Context: an optimization exercise on an open-source flow, tuned for small area and a short achievable clock period. The choices shown serve that exercise and are no tape-out recipe.
The RTL was checked by simulation tests, not by an equivalence proof against the original design.
Power and IR drop assume default switching activity.

==> run A <==
==> flow/design.v <==
`timescale 1ns / 1ps
module MIPS_16_bit_Processor(data_in,clk,interrupt,reset,data_out,imem_addr,imem_rdata,dmem_en,dmem_we,dmem_addr,dmem_wdata,dmem_rdata,prediction,present_state);
input [15:0] data_in;
input clk;
input interrupt;
input reset;
output [15:0] data_out;
output [15:0] imem_addr;
input [31:0] imem_rdata;
output dmem_en;
output dmem_we;
output [15:0] dmem_addr;
output [15:0] dmem_wdata;
input [15:0] dmem_rdata;
output [1:0] present_state;
output prediction;
reg [31:0] ins_prv;             
reg [15:0] hold_address;        
reg q1_t, q2_t, q3_t, q4_t;     
reg d3_t, d5_t, d6_t, d7_t, d8_t, d9_t;
reg g_t;                        
reg [4:0] reg4, reg5;
reg [4:0] reg6;
reg [15:0] ans_wb;
reg [15:0] AR, BR;              
reg rst_q;
reg [15:0] ans_ex, DM_data, data_out_r, Ex_out;
reg [1:0] flag_prv;
reg wi_t;
reg [15:0] hold_ret;            
reg [1:0] ps;
reg [15:0] rf [0:31];
integer i, j;
wire [31:0] insU;               
wire [31:0] ins = reset ? insU : 32'b0;
wire [5:0] op = ins[31:26];
wire Q1 = reset & q1_t;
wire Q2 = reset & q2_t;
wire is_LD  = (op == 6'o24);
wire is_ST  = (op == 6'o25);
wire Cond_J = (op[5:2] == 4'b0111);
wire L_D    = is_LD & ~Q1;
wire JUMP   = Cond_J & ~(reset & q4_t);
wire stall  = (op == 6'o21) | L_D | JUMP;
wire nor1_out = ~(Cond_J | Q1);
wire d3_out = reset & d3_t;
wire d5_out = reset & d5_t;
wire d7_out = reset & d7_t;
wire or1_out = Q1 | d5_out;
wire and3_out = ~d3_out & or1_out;
wire mem_rw_ex = reset & d6_t;
wire mem_en_ex = reset & d8_t;
wire mem_mux_sel_dm = reset & d9_t;
always @(posedge clk) begin
    ins_prv <= ins;
    q1_t <= L_D;
    q2_t <= JUMP;
    q3_t <= stall;
    q4_t <= Q2;
    d3_t <= ins[26];
    d5_t <= is_ST;
    d6_t <= d3_out;
    d7_t <= and3_out;
    d8_t <= or1_out;
    d9_t <= d7_out;
    g_t <= nor1_out;
end
wire [5:0] op_dec = ins_prv[31:26];
wire [15:0] imm = ins_prv[15:0];
wire imm_sel = (op_dec[5:3] == 3'b001);
wire [4:0] reg2 = g_t ? ins_prv[20:16] : 5'b0;
wire [4:0] reg3 = g_t ? ins_prv[25:21] : 5'b0;
wire [4:0] reg7 = g_t ? ins_prv[15:11] : 5'b0;
wire [15:0] ans_dm = mem_mux_sel_dm ? dmem_rdata : Ex_out;
wire comp1 = (reg4 == reg2);
wire comp2 = (reg5 == reg2);
wire comp3 = (reg6 == reg2);
wire comp4 = (reg4 == reg7);
wire comp5 = (reg7 == reg5);
wire comp6 = (reg7 == reg6);
wire [31:0] selA = 32'b1 << ins[20:16];
wire [31:0] selB = 32'b1 << ins[15:11];
reg [15:0] rdA, rdB;
always @(*) begin
    rdA = 16'b0;
    rdB = 16'b0;
    for (i = 0; i < 32; i = i + 1) begin
        rdA = rdA | ({16{selA[i]}} & rf[i]);
        rdB = rdB | ({16{selB[i]}} & rf[i]);
    end
end
wire selA_dm = ~comp1 & comp2 & d9_t;
wire selB_dm = ~imm_sel & ~comp4 & comp5 & d9_t;
wire [15:0] A_early = comp1 ? ans_ex : comp2 ? Ex_out : comp3 ? ans_wb : AR;
wire [15:0] B_early = imm_sel ? imm : comp4 ? ans_ex : comp5 ? Ex_out : comp6 ? ans_wb : BR;
wire [15:0] A, B, sum;
wire [1:0] flag_ex;
reg [15:0] row [0:7];
reg [15:0] cs_s, cs_c, cs_t;
always @(*) begin
    for (i = 0; i < 8; i = i + 1) begin
        row[i] = 16'b0;
        for (j = 0; j < 8; j = j + 1)
            row[i][i+j] = ((i == 7) ^ (j == 7)) ? ~(A[j] & B[i]) : (A[j] & B[i]);
    end
    cs_s = row[0] ^ row[1] ^ 16'h8100;
    cs_c = ((row[0] & row[1]) | (row[0] & 16'h8100) | (row[1] & 16'h8100)) << 1;
    for (i = 2; i < 8; i = i + 1) begin
        cs_t = cs_s ^ cs_c ^ row[i];
        cs_c = ((cs_s & cs_c) | (cs_s & row[i]) | (cs_c & row[i])) << 1;
        cs_s = cs_t;
    end
end
wire mul_fix = (A[7:0] == 8'h80) & (B[7:0] != 8'h80);
wire [15:0] mul_pp = cs_s + cs_c;
wire [15:0] mul_prod = mul_fix ? {B[7], B[7:0], 7'b0} : mul_pp;
wire sh_big = |B[15:4];
wire [3:0] sh = B[3:0];
wire sh_fill = (op_dec[1:0] == 2'b11) & A[15];    
reg [15:0] sh_in, sh_out;
always @(*)
    for (i = 0; i < 16; i = i + 1)
        sh_in[i] = (op_dec[1:0] == 2'b01) ? A[15-i] : A[i];
wire [31:0] sh_ext = {{16{sh_fill}}, sh_in};
wire [31:0] sh_t = sh_ext >> sh;
wire [15:0] sh_r = sh_big ? {16{sh_fill}} : sh_t[15:0];
always @(*)
    for (i = 0; i < 16; i = i + 1)
        sh_out[i] = (op_dec[1:0] == 2'b01) ? sh_r[15-i] : sh_r[i];
reg [15:0] ans_tmp;
always @(*) begin
    ans_tmp = ans_ex;
    if (op_dec[4] == 1'b0) begin
        case (op_dec[2:0])
            3'd0: ans_tmp = sum;
            3'd1: ans_tmp = sum;
            3'd2: ans_tmp = B;
            3'd3: ans_tmp = mul_prod;
            3'd4: ans_tmp = A & B;
            3'd5: ans_tmp = A | B;
            3'd6: ans_tmp = A ^ B;
            default: ans_tmp = ~B;
        endcase
    end else begin
        case (op_dec[3:0])
            4'd4: ans_tmp = A;
            4'd5: ans_tmp = A;
            4'd6: ans_tmp = data_in;
            4'd9: ans_tmp = sh_out;
            4'd10: ans_tmp = sh_out;
            4'd11: ans_tmp = sh_out;
            default: ans_tmp = ans_ex;
        endcase
    end
end
wire is_OUT = (op_dec == 6'o27);
always @(posedge clk) begin
    ans_ex <= reset ? ans_tmp : 16'b0;
    data_out_r <= reset ? (is_OUT ? A : data_out_r) : 16'b0;
    DM_data <= reset ? B : 16'b0;
    flag_prv <= reset ? flag_ex : 2'b00;
    Ex_out <= reset ? ans_ex : 16'b0;
    reg4 <= reset ? reg3 : 5'b0;
    reg5 <= reset ? reg4 : 5'b0;
    reg6 <= reset ? reg5 : 5'b0;
    ans_wb <= reset ? ans_dm : 16'b0;
    rst_q <= reset;
    AR <= rdA;
    BR <= rdB;
    rf[reg5] <= ans_dm;
end
wire [15:0] next_address = rst_q ? hold_address + 16'd1 : 16'b0;
wire [15:0] hold_add = hold_ret + 16'd1;
wire CJ, pc_mux_sel;
jump_unit ju(
    .imem_rdata(imem_rdata), .ins_prv(ins_prv), .q3_t(q3_t), .q1_t(q1_t), .q4_t(q4_t),
    .wi_t(wi_t), .hold_address(hold_address), .next_address(next_address), .hold_add(hold_add),
    .A_early(A_early), .B_early(B_early), .dm(dmem_rdata),
    .selA_dm(selA_dm), .selB_dm(selB_dm),
    .op_dec(op_dec), .data_in(data_in), .flag_prv(flag_prv), .reset(reset),
    .insU(insU), .A(A), .B(B), .sum(sum), .flag_ex(flag_ex),
    .CJ(CJ), .pc_mux_sel(pc_mux_sel), .imem_addr(imem_addr));
always @(posedge clk) begin
    hold_address <= imem_addr;           
    wi_t <= interrupt;
    hold_ret <= reset ? (interrupt ? imem_addr : hold_ret) : 16'hFFFF;
end
wire incorrect = (pc_mux_sel != ps[1]);
always @(posedge clk) begin
    if (!reset)
        ps <= 2'b00;
    else if (CJ)
        ps <= incorrect ? (ps[0] ? 2'b10 : 2'b01) : (ps[1] ? 2'b11 : 2'b00);
end
assign dmem_en = mem_en_ex;
assign dmem_we = mem_rw_ex;
assign dmem_addr = ans_ex;
assign dmem_wdata = DM_data;
assign data_out = data_out_r;
assign prediction = ps[1];
assign present_state = ps;
endmodule
module jump_unit(imem_rdata, ins_prv, q3_t, q1_t, q4_t, wi_t, hold_address, next_address, hold_add,
                 A_early, B_early, dm, selA_dm, selB_dm, op_dec, data_in, flag_prv, reset,
                 insU, A, B, sum, flag_ex, CJ, pc_mux_sel, imem_addr);
input [31:0] imem_rdata, ins_prv;
input q3_t, q1_t, q4_t, wi_t;
input [15:0] hold_address, next_address, hold_add;
input [15:0] A_early, B_early, dm;
input selA_dm, selB_dm;
input [5:0] op_dec;
input [15:0] data_in;
input [1:0] flag_prv;
input reset;
output [31:0] insU;
output [15:0] A, B, sum;
output [1:0] flag_ex;
output CJ, pc_mux_sel;
output [15:0] imem_addr;
assign insU = q3_t ? ins_prv : imem_rdata;
wire [5:0] opU = insU[31:26];
wire RET = (opU == 6'o20);
wire JMP = (opU == 6'o30);
assign CJ = (opU[5:2] == 4'b0111);
wire stallU = (opU == 6'o21) | ((opU == 6'o24) & ~q1_t) | (CJ & ~q4_t);
wire X = wi_t | RET | JMP;
wire [15:0] jmp_loc = RET ? hold_add : (wi_t ? 16'hF000 : insU[15:0]);
wire [15:0] CAJ = stallU ? hold_address : next_address;
wire [15:0] t0 = X ? jmp_loc : CAJ;           
wire [15:0] t1 = (X | CJ) ? jmp_loc : CAJ;    
wire [1:0] jop = opU[1:0];                    
wire cond;
assign A = selA_dm ? dm : A_early;
assign B = selB_dm ? dm : B_early;
wire is_sub = (op_dec[4] == 1'b0) & (op_dec[2:0] == 3'b001);
wire [15:0] BB = is_sub ? ~B : B;
wire [16:0] sum17 = {A, 1'b1} + {BB, is_sub};
assign sum = sum17[16:1];
wire ovf = sum[15];
wire sh_big = |B[15:4];
wire c_lo   = (op_dec[4] == 1'b0);                       
wire c_add  = c_lo & (op_dec[2:0] == 3'd0);
wire c_eqx  = c_lo & ((op_dec[2:0] == 3'd1) | (op_dec[2:0] == 3'd6));    
wire c_movB = c_lo & (op_dec[2:0] == 3'd2);
wire c_mul  = c_lo & (op_dec[2:0] == 3'd3);
wire c_and  = c_lo & (op_dec[2:0] == 3'd4);
wire c_or   = c_lo & (op_dec[2:0] == 3'd5);
wire c_not  = c_lo & (op_dec[2:0] == 3'd7);
wire c_hi   = op_dec[4];                                 
wire c_in   = c_hi & (op_dec[3:0] == 4'd6);
wire c_ls   = c_hi & (op_dec[3:0] == 4'd9);
wire c_rs   = c_hi & (op_dec[3:1] == 3'd5);              
wire c_rsa  = c_hi & (op_dec[3:0] == 4'd11);
wire c_j    = c_hi & (op_dec[3:2] == 2'd3);              
wire c_zf   = c_lo | c_in | c_ls | c_rs;                 
wire c_ovf  = c_lo & ~op_dec[2] & ~(op_dec[1] & ~op_dec[0]);   
wire [15:0] mask_l = 16'hFFFF >> B[3:0];
wire [15:0] mask_r = 16'hFFFF << B[3:0];
wire [15:0] t_add = (A ^ B) ^ {(A[14:0] | B[14:0]), 1'b0};
wire [15:0] nz = ({16{c_add}} & t_add)
               | ({16{c_eqx}} & (A ^ B))
               | ({16{c_movB}} & B)
               | ({16{c_not}} & ~B)
               | ({16{c_and}} & (A & B))
               | ({16{c_or}} & (A | B))
               | ({16{c_in}} & data_in)
               | ({16{c_ls & ~sh_big}} & A & mask_l)
               | ({16{c_rs & ~sh_big}} & A & mask_r)
               | {c_rsa & A[15], 14'b0, c_mul & (|A[7:0]) & (|B[7:0])};
wire zf = (c_zf & ~|nz) | (c_j & flag_prv[1]);
wire of = (c_ovf & ovf) | (c_j & flag_prv[0]);
assign flag_ex = {zf, of};
assign cond = (jop[1] ? flag_ex[1] : flag_ex[0]) ^ jop[0];
assign imem_addr = cond ? (reset ? t1 : 16'b0) : (reset ? t0 : 16'b0);
assign pc_mux_sel = X | (CJ & cond);
endmodule
==> flow/flow/run.sh <==
#!/bin/bash
set -euo pipefail
export SETUP_SLACK_MARGIN=12
export BUFFER_PORTS_ARGS="-buffer_cell sky130_fd_sc_hd__buf_2"
bash standard.sh > standard_flow.log 2>&1
==> flow/standard.sh <==
#!/bin/bash
# synth_recipe.tcl (not shown) runs the flow's synth.tcl, then flattens the netlist and writes it again
# the make line also repeats each setting of config.mk as NAME=value (left out here)
make -C /OpenROAD-flow-scripts/flow DESIGN_CONFIG=/design/flow/config.mk WORK_HOME=/design/flow/orfs CLKGATE_MAP_FILE= SYNTH_SCRIPT=/design/flow/synth_recipe.tcl "${@:-finish}"
==> flow/config.mk <==
export PLATFORM = sky130hd
export DESIGN_NAME = MIPS_16_bit_Processor
export DESIGN_NICKNAME = MIPS_16_bit_Processor
export VERILOG_FILES = /design/flow/design.v
export SDC_FILE = /design/flow/constraint.sdc
export NUM_CORES = 4
export LEC_CHECK = 0
export CAP_MARGIN = 15
export CORE_MARGIN = 2
export CORE_UTILIZATION = 40
export GPL_TIMING_DRIVEN = 1
export SLEW_MARGIN = 15
export SYNTH_HIERARCHICAL = 1
==> flow/constraint.sdc <==
create_clock -name core_clock -period 24.0 [get_ports {clk}]
set_input_delay 4.8000 -clock core_clock [delete_from_list [all_inputs] [get_ports {clk}]]
set_output_delay 4.8000 -clock core_clock [all_outputs]
set_load 0.01 [all_outputs]
==> run H: changes against run A <==
--- a/flow/design.v
+++ b/flow/design.v
@@ -17,3 +17,3 @@
 reg [31:0] ins_prv;             
-reg [15:0] hold_address;        
+reg [15:0] hold_address;           
 reg q1_t, q2_t, q3_t, q4_t;     
@@ -24,3 +24,3 @@
 reg [15:0] ans_wb;
-reg [15:0] AR, BR;              
+reg [15:0] AR, BR;                
 reg rst_q;
@@ -29,3 +29,3 @@
 reg wi_t;
-reg [15:0] hold_ret;            
+reg [15:0] hold_ret;               
 reg [1:0] ps;
@@ -33,5 +33,6 @@
 integer i, j;
-wire [31:0] insU;               
+wire [31:0] insU = q3_t ? ins_prv : imem_rdata;
 wire [31:0] ins = reset ? insU : 32'b0;
 wire [5:0] op = ins[31:26];
+wire [5:0] opU = insU[31:26];
 wire Q1 = reset & q1_t;
@@ -97,2 +98,3 @@
 wire [1:0] flag_ex;
+wire cond;
 reg [15:0] row [0:7];
@@ -171,13 +173,20 @@
 end
+wire RET = (opU == 6'o20);
+wire JMP = (opU == 6'o30);
+wire CJ  = (opU[5:2] == 4'b0111);
+wire stallU = (opU == 6'o21) | ((opU == 6'o24) & ~q1_t) | (CJ & ~q4_t);
+wire X = wi_t | RET | JMP;
 wire [15:0] next_address = rst_q ? hold_address + 16'd1 : 16'b0;
 wire [15:0] hold_add = hold_ret + 16'd1;
-wire CJ, pc_mux_sel;
+wire [15:0] jmp_loc = RET ? hold_add : (wi_t ? 16'hF000 : insU[15:0]);
+wire [15:0] CAJ = stallU ? hold_address : next_address;
+wire [15:0] t0 = X ? jmp_loc : CAJ;           
+wire [15:0] t1 = (X | CJ) ? jmp_loc : CAJ;    
 jump_unit ju(
-    .imem_rdata(imem_rdata), .ins_prv(ins_prv), .q3_t(q3_t), .q1_t(q1_t), .q4_t(q4_t),
-    .wi_t(wi_t), .hold_address(hold_address), .next_address(next_address), .hold_add(hold_add),
     .A_early(A_early), .B_early(B_early), .dm(dmem_rdata),
     .selA_dm(selA_dm), .selB_dm(selB_dm),
-    .op_dec(op_dec), .data_in(data_in), .flag_prv(flag_prv), .reset(reset),
-    .insU(insU), .A(A), .B(B), .sum(sum), .flag_ex(flag_ex),
-    .CJ(CJ), .pc_mux_sel(pc_mux_sel), .imem_addr(imem_addr));
+    .op_dec(op_dec), .data_in(data_in), .flag_prv(flag_prv),
+    .jop(opU[1:0]), .reset(reset), .t0(t0), .t1(t1),
+    .A(A), .B(B), .sum(sum), .flag_ex(flag_ex), .cond(cond), .imem_addr(imem_addr));
+wire pc_mux_sel = X | (CJ & cond);
 always @(posedge clk) begin
@@ -202,8 +211,4 @@
 endmodule
-module jump_unit(imem_rdata, ins_prv, q3_t, q1_t, q4_t, wi_t, hold_address, next_address, hold_add,
-                 A_early, B_early, dm, selA_dm, selB_dm, op_dec, data_in, flag_prv, reset,
-                 insU, A, B, sum, flag_ex, CJ, pc_mux_sel, imem_addr);
-input [31:0] imem_rdata, ins_prv;
-input q3_t, q1_t, q4_t, wi_t;
-input [15:0] hold_address, next_address, hold_add;
+module jump_unit(A_early, B_early, dm, selA_dm, selB_dm, op_dec, data_in, flag_prv,
+                 jop, reset, t0, t1, A, B, sum, flag_ex, cond, imem_addr);
 input [15:0] A_early, B_early, dm;
@@ -213,21 +218,9 @@
 input [1:0] flag_prv;
+input [1:0] jop;             
 input reset;
-output [31:0] insU;
+input [15:0] t0, t1;         
 output [15:0] A, B, sum;
 output [1:0] flag_ex;
-output CJ, pc_mux_sel;
+output cond;
 output [15:0] imem_addr;
-assign insU = q3_t ? ins_prv : imem_rdata;
-wire [5:0] opU = insU[31:26];
-wire RET = (opU == 6'o20);
-wire JMP = (opU == 6'o30);
-assign CJ = (opU[5:2] == 4'b0111);
-wire stallU = (opU == 6'o21) | ((opU == 6'o24) & ~q1_t) | (CJ & ~q4_t);
-wire X = wi_t | RET | JMP;
-wire [15:0] jmp_loc = RET ? hold_add : (wi_t ? 16'hF000 : insU[15:0]);
-wire [15:0] CAJ = stallU ? hold_address : next_address;
-wire [15:0] t0 = X ? jmp_loc : CAJ;           
-wire [15:0] t1 = (X | CJ) ? jmp_loc : CAJ;    
-wire [1:0] jop = opU[1:0];                    
-wire cond;
 assign A = selA_dm ? dm : A_early;
@@ -274,3 +267,2 @@
 assign imem_addr = cond ? (reset ? t1 : 16'b0) : (reset ? t0 : 16'b0);
-assign pc_mux_sel = X | (CJ & cond);
 endmodule
CTS_CLUSTER_DIAMETER = 80   (was not set)
CTS_CLUSTER_SIZE = 24   (was not set)
==> run Y: changes against run A <==
--- a/flow/design.v
+++ b/flow/design.v
@@ -17,3 +17,3 @@
 reg [31:0] ins_prv;             
-reg [15:0] hold_address;        
+reg [15:0] hold_address;           
 reg q1_t, q2_t, q3_t, q4_t;     
@@ -24,3 +24,3 @@
 reg [15:0] ans_wb;
-reg [15:0] AR, BR;              
+reg [15:0] AR, BR;                
 reg rst_q;
@@ -29,3 +29,3 @@
 reg wi_t;
-reg [15:0] hold_ret;            
+reg [15:0] hold_ret;               
 reg [1:0] ps;
@@ -33,5 +33,6 @@
 integer i, j;
-wire [31:0] insU;               
+wire [31:0] insU = q3_t ? ins_prv : imem_rdata;
 wire [31:0] ins = reset ? insU : 32'b0;
 wire [5:0] op = ins[31:26];
+wire [5:0] opU = insU[31:26];
 wire Q1 = reset & q1_t;
@@ -97,2 +98,3 @@
 wire [1:0] flag_ex;
+wire cond;
 reg [15:0] row [0:7];
@@ -171,13 +173,20 @@
 end
+wire RET = (opU == 6'o20);
+wire JMP = (opU == 6'o30);
+wire CJ  = (opU[5:2] == 4'b0111);
+wire stallU = (opU == 6'o21) | ((opU == 6'o24) & ~q1_t) | (CJ & ~q4_t);
+wire X = wi_t | RET | JMP;
 wire [15:0] next_address = rst_q ? hold_address + 16'd1 : 16'b0;
 wire [15:0] hold_add = hold_ret + 16'd1;
-wire CJ, pc_mux_sel;
+wire [15:0] jmp_loc = RET ? hold_add : (wi_t ? 16'hF000 : insU[15:0]);
+wire [15:0] CAJ = stallU ? hold_address : next_address;
+wire [15:0] t0 = X ? jmp_loc : CAJ;           
+wire [15:0] t1 = (X | CJ) ? jmp_loc : CAJ;    
 jump_unit ju(
-    .imem_rdata(imem_rdata), .ins_prv(ins_prv), .q3_t(q3_t), .q1_t(q1_t), .q4_t(q4_t),
-    .wi_t(wi_t), .hold_address(hold_address), .next_address(next_address), .hold_add(hold_add),
     .A_early(A_early), .B_early(B_early), .dm(dmem_rdata),
     .selA_dm(selA_dm), .selB_dm(selB_dm),
-    .op_dec(op_dec), .data_in(data_in), .flag_prv(flag_prv), .reset(reset),
-    .insU(insU), .A(A), .B(B), .sum(sum), .flag_ex(flag_ex),
-    .CJ(CJ), .pc_mux_sel(pc_mux_sel), .imem_addr(imem_addr));
+    .op_dec(op_dec), .data_in(data_in), .flag_prv(flag_prv),
+    .jop(opU[1:0]), .reset(reset), .t0(t0), .t1(t1),
+    .A(A), .B(B), .sum(sum), .flag_ex(flag_ex), .cond(cond), .imem_addr(imem_addr));
+wire pc_mux_sel = X | (CJ & cond);
 always @(posedge clk) begin
@@ -202,8 +211,4 @@
 endmodule
-module jump_unit(imem_rdata, ins_prv, q3_t, q1_t, q4_t, wi_t, hold_address, next_address, hold_add,
-                 A_early, B_early, dm, selA_dm, selB_dm, op_dec, data_in, flag_prv, reset,
-                 insU, A, B, sum, flag_ex, CJ, pc_mux_sel, imem_addr);
-input [31:0] imem_rdata, ins_prv;
-input q3_t, q1_t, q4_t, wi_t;
-input [15:0] hold_address, next_address, hold_add;
+module jump_unit(A_early, B_early, dm, selA_dm, selB_dm, op_dec, data_in, flag_prv,
+                 jop, reset, t0, t1, A, B, sum, flag_ex, cond, imem_addr);
 input [15:0] A_early, B_early, dm;
@@ -213,21 +218,9 @@
 input [1:0] flag_prv;
+input [1:0] jop;             
 input reset;
-output [31:0] insU;
+input [15:0] t0, t1;         
 output [15:0] A, B, sum;
 output [1:0] flag_ex;
-output CJ, pc_mux_sel;
+output cond;
 output [15:0] imem_addr;
-assign insU = q3_t ? ins_prv : imem_rdata;
-wire [5:0] opU = insU[31:26];
-wire RET = (opU == 6'o20);
-wire JMP = (opU == 6'o30);
-assign CJ = (opU[5:2] == 4'b0111);
-wire stallU = (opU == 6'o21) | ((opU == 6'o24) & ~q1_t) | (CJ & ~q4_t);
-wire X = wi_t | RET | JMP;
-wire [15:0] jmp_loc = RET ? hold_add : (wi_t ? 16'hF000 : insU[15:0]);
-wire [15:0] CAJ = stallU ? hold_address : next_address;
-wire [15:0] t0 = X ? jmp_loc : CAJ;           
-wire [15:0] t1 = (X | CJ) ? jmp_loc : CAJ;    
-wire [1:0] jop = opU[1:0];                    
-wire cond;
 assign A = selA_dm ? dm : A_early;
@@ -274,3 +267,2 @@
 assign imem_addr = cond ? (reset ? t1 : 16'b0) : (reset ? t0 : 16'b0);
-assign pc_mux_sel = X | (CJ & cond);
 endmodule
==> flow/flow/run.sh (replaced) <==
#!/bin/bash
set -euo pipefail
export SETUP_SLACK_MARGIN=12
export BUFFER_PORTS_ARGS="-buffer_cell sky130_fd_sc_hd__buf_2"
export CTS_ARGS="-sink_clustering_enable -repair_clock_nets -sink_clustering_size 24 -sink_clustering_max_diameter 80 -dont_use_dummy_load"
bash standard.sh > standard_flow.log 2>&1
CORE_UTILIZATION = 55   (was 40)
CTS_CLUSTER_DIAMETER = 80   (was not set)
CTS_CLUSTER_SIZE = 24   (was not set)
==> run D: changes against run A <==
--- a/flow/design.v
+++ b/flow/design.v
@@ -17,3 +17,3 @@
 reg [31:0] ins_prv;             
-reg [15:0] hold_address;        
+reg [15:0] hold_address;           
 reg q1_t, q2_t, q3_t, q4_t;     
@@ -24,3 +24,3 @@
 reg [15:0] ans_wb;
-reg [15:0] AR, BR;              
+reg [15:0] AR, BR;                
 reg rst_q;
@@ -29,3 +29,3 @@
 reg wi_t;
-reg [15:0] hold_ret;            
+reg [15:0] hold_ret;               
 reg [1:0] ps;
@@ -33,5 +33,6 @@
 integer i, j;
-wire [31:0] insU;               
+wire [31:0] insU = q3_t ? ins_prv : imem_rdata;
 wire [31:0] ins = reset ? insU : 32'b0;
 wire [5:0] op = ins[31:26];
+wire [5:0] opU = insU[31:26];
 wire Q1 = reset & q1_t;
@@ -97,2 +98,3 @@
 wire [1:0] flag_ex;
+wire cond;
 reg [15:0] row [0:7];
@@ -171,13 +173,20 @@
 end
+wire RET = (opU == 6'o20);
+wire JMP = (opU == 6'o30);
+wire CJ  = (opU[5:2] == 4'b0111);
+wire stallU = (opU == 6'o21) | ((opU == 6'o24) & ~q1_t) | (CJ & ~q4_t);
+wire X = wi_t | RET | JMP;
 wire [15:0] next_address = rst_q ? hold_address + 16'd1 : 16'b0;
 wire [15:0] hold_add = hold_ret + 16'd1;
-wire CJ, pc_mux_sel;
+wire [15:0] jmp_loc = RET ? hold_add : (wi_t ? 16'hF000 : insU[15:0]);
+wire [15:0] CAJ = stallU ? hold_address : next_address;
+wire [15:0] t0 = X ? jmp_loc : CAJ;           
+wire [15:0] t1 = (X | CJ) ? jmp_loc : CAJ;    
 jump_unit ju(
-    .imem_rdata(imem_rdata), .ins_prv(ins_prv), .q3_t(q3_t), .q1_t(q1_t), .q4_t(q4_t),
-    .wi_t(wi_t), .hold_address(hold_address), .next_address(next_address), .hold_add(hold_add),
     .A_early(A_early), .B_early(B_early), .dm(dmem_rdata),
     .selA_dm(selA_dm), .selB_dm(selB_dm),
-    .op_dec(op_dec), .data_in(data_in), .flag_prv(flag_prv), .reset(reset),
-    .insU(insU), .A(A), .B(B), .sum(sum), .flag_ex(flag_ex),
-    .CJ(CJ), .pc_mux_sel(pc_mux_sel), .imem_addr(imem_addr));
+    .op_dec(op_dec), .data_in(data_in), .flag_prv(flag_prv),
+    .jop(opU[1:0]), .reset(reset), .t0(t0), .t1(t1),
+    .A(A), .B(B), .sum(sum), .flag_ex(flag_ex), .cond(cond), .imem_addr(imem_addr));
+wire pc_mux_sel = X | (CJ & cond);
 always @(posedge clk) begin
@@ -202,8 +211,4 @@
 endmodule
-module jump_unit(imem_rdata, ins_prv, q3_t, q1_t, q4_t, wi_t, hold_address, next_address, hold_add,
-                 A_early, B_early, dm, selA_dm, selB_dm, op_dec, data_in, flag_prv, reset,
-                 insU, A, B, sum, flag_ex, CJ, pc_mux_sel, imem_addr);
-input [31:0] imem_rdata, ins_prv;
-input q3_t, q1_t, q4_t, wi_t;
-input [15:0] hold_address, next_address, hold_add;
+module jump_unit(A_early, B_early, dm, selA_dm, selB_dm, op_dec, data_in, flag_prv,
+                 jop, reset, t0, t1, A, B, sum, flag_ex, cond, imem_addr);
 input [15:0] A_early, B_early, dm;
@@ -213,21 +218,9 @@
 input [1:0] flag_prv;
+input [1:0] jop;             
 input reset;
-output [31:0] insU;
+input [15:0] t0, t1;         
 output [15:0] A, B, sum;
 output [1:0] flag_ex;
-output CJ, pc_mux_sel;
+output cond;
 output [15:0] imem_addr;
-assign insU = q3_t ? ins_prv : imem_rdata;
-wire [5:0] opU = insU[31:26];
-wire RET = (opU == 6'o20);
-wire JMP = (opU == 6'o30);
-assign CJ = (opU[5:2] == 4'b0111);
-wire stallU = (opU == 6'o21) | ((opU == 6'o24) & ~q1_t) | (CJ & ~q4_t);
-wire X = wi_t | RET | JMP;
-wire [15:0] jmp_loc = RET ? hold_add : (wi_t ? 16'hF000 : insU[15:0]);
-wire [15:0] CAJ = stallU ? hold_address : next_address;
-wire [15:0] t0 = X ? jmp_loc : CAJ;           
-wire [15:0] t1 = (X | CJ) ? jmp_loc : CAJ;    
-wire [1:0] jop = opU[1:0];                    
-wire cond;
 assign A = selA_dm ? dm : A_early;
@@ -274,3 +267,2 @@
 assign imem_addr = cond ? (reset ? t1 : 16'b0) : (reset ? t0 : 16'b0);
-assign pc_mux_sel = X | (CJ & cond);
 endmodule
==> flow/flow/run.sh (replaced) <==
#!/bin/bash
set -euo pipefail
export SETUP_SLACK_MARGIN=12
export BUFFER_PORTS_ARGS="-buffer_cell sky130_fd_sc_hd__buf_2"
export CTS_ARGS="-sink_clustering_enable -repair_clock_nets -sink_clustering_size 24 -sink_clustering_max_diameter 80 -dont_use_dummy_load"
bash standard.sh > standard_flow.log 2>&1
CTS_CLUSTER_DIAMETER = 80   (was not set)
CTS_CLUSTER_SIZE = 24   (was not set)
==> flow_summary.yaml <==
run_status:
  status: "complete, no violations"
detailed_routing:
  firstDrtPassIters: 11
cells_and_area:
  final_cell_mix: "512 x edfxtp_1, 321 x a22oi_1, 259 x nand2_1, 214 x nor2_1, 204 x dfxtp_1"
  multi_input_area_share_pct: 44.0
grt:
  grt_pass1_vias: 33821
worst_setup_path:
  crit_family: "compound AO/OA/AOI/OAI gates"
  cp_slowest_cell: "a311oi_2"
synth:
  synthXorXnorAreaFrac_pct: 2.01
  synth_compound_area_share_pct: 19.9
placement:
  postPlaceCellArea_um2: 40900
power:
  netSwitchingPower_w: 0.00152
sta:
  fmax_ghz: 0.0776
That was run Y.
==> flow_summary.yaml <==
synth:
  muxShareOfSynthArea_pct: 6.74
  synth_area_leaders: "edfxtp_1 40%, dfxtp_1 11%, a22oi_1 5.4%"
  synth_compound_area_share_pct: 17.3
  synthXorXnorAreaFrac_pct: 2.05
  synth_nets: 3851
placement:
  io_buffer_count: 135
  postPlaceCellArea_um2: 41500
power:
  netSwitchingPower_w: 0.00152
cells_and_area:
  multi_input_area_share_pct: 41.8
  final_cell_mix: "512 x edfxtp_1, 371 x nand2_1, 278 x a22oi_1, 214 x nor2_1, 203 x dfxtp_1"
worst_setup_path:
  cp_slowest_cell: "a211o_2"
  crit_family: "buffers and inverters"
  worstSetupStartpoint: "dmem_rdata[12]"
grt:
  grt_pass1_vias: 32880
sta:
  fmax_ghz: 0.0768
detailed_routing:
  firstDrtPassIters: 11
run_status:
  status: "complete, no violations"
That was run A.
==> flow_summary.yaml <==
run_status:
  status: "complete, no violations"
hold_path:
  holdPathStages: 1
  min_to: "q4_t"
cells_and_area:
  multi_input_area_share_pct: 42.8
  final_cell_mix: "512 x edfxtp_1, 321 x a22oi_1, 259 x nand2_1, 204 x dfxtp_1, 204 x nor2_1"
sta:
  fmax_ghz: 0.0775
synth:
  synth_compound_area_share_pct: 19.9
placement:
  postPlaceCellArea_um2: 41500
worst_setup_path:
  crit_family: "compound AO/OA/AOI/OAI gates"
  cp_slowest_cell: "ha_1"
That was run H.
==> flow_summary.yaml <==
sta:
  fmax_ghz: 0.0774
  setup_viol: 0
hold_path:
  min_to: "q4_t"
power:
  power_frac_comb_pct: 42.8
  netSwitchingPower_w: 0.00147
  p_comb_w: 0.00164
grt:
  grt_pass1_vias: 32624
synth:
  synthXorXnorAreaFrac_pct: 2.01
  synth_compound_area_share_pct: 19.9
worst_setup_path:
  crit_family: "compound AO/OA/AOI/OAI gates"
placement:
  postPlaceCellArea_um2: 41500
  dpl.hpwl_um: 105000
cells_and_area:
  final_cell_mix: "512 x edfxtp_1, 321 x a22oi_1, 259 x nand2_1, 204 x dfxtp_1, 203 x nor2_1"
detailed_routing:
  firstDrtPassIters: 11
run_status:
  status: "complete, no violations"
That was run D.

[separate check: timing with driven ports]
The results above use ideal ports. As a check the final layouts listed here were re-extracted and re-timed, cells and wires unchanged.
Step 1 assumes that a clkbuf_16 drives the clock port and a buf_2 every other input.
Step 2 also shifts input and output timing later by t, the mid clock arrival at the registers, as if the neighbouring blocks saw the same clock.
a / b / c = no drivers / after step 1 / after step 2; a / b = the first two.
run | shift t [ns] | slack for setup (ns) | worst setup path at the end | latest minus earliest clock arrival (ns)
run A | 0.737 | 10.972 / 10.918 / 10.918 | input to output | 0.048 / 0.048
run H | 0.719 | 11.093 / 11.041 / 11.041 | input to output | 0.084 / 0.084
run Y | 0.673 | 11.108 / 11.059 / 11.059 | input to output | 0.132 / 0.133
run D | 0.684 | 11.086 / 11.002 / 11.002 | input to output | 0.154 / 0.155
After both steps every run listed still meets setup and hold. For run D, which loses most, drivers alone change the setup slack by -0.084 ns; drivers and shift together by -0.084 ns.
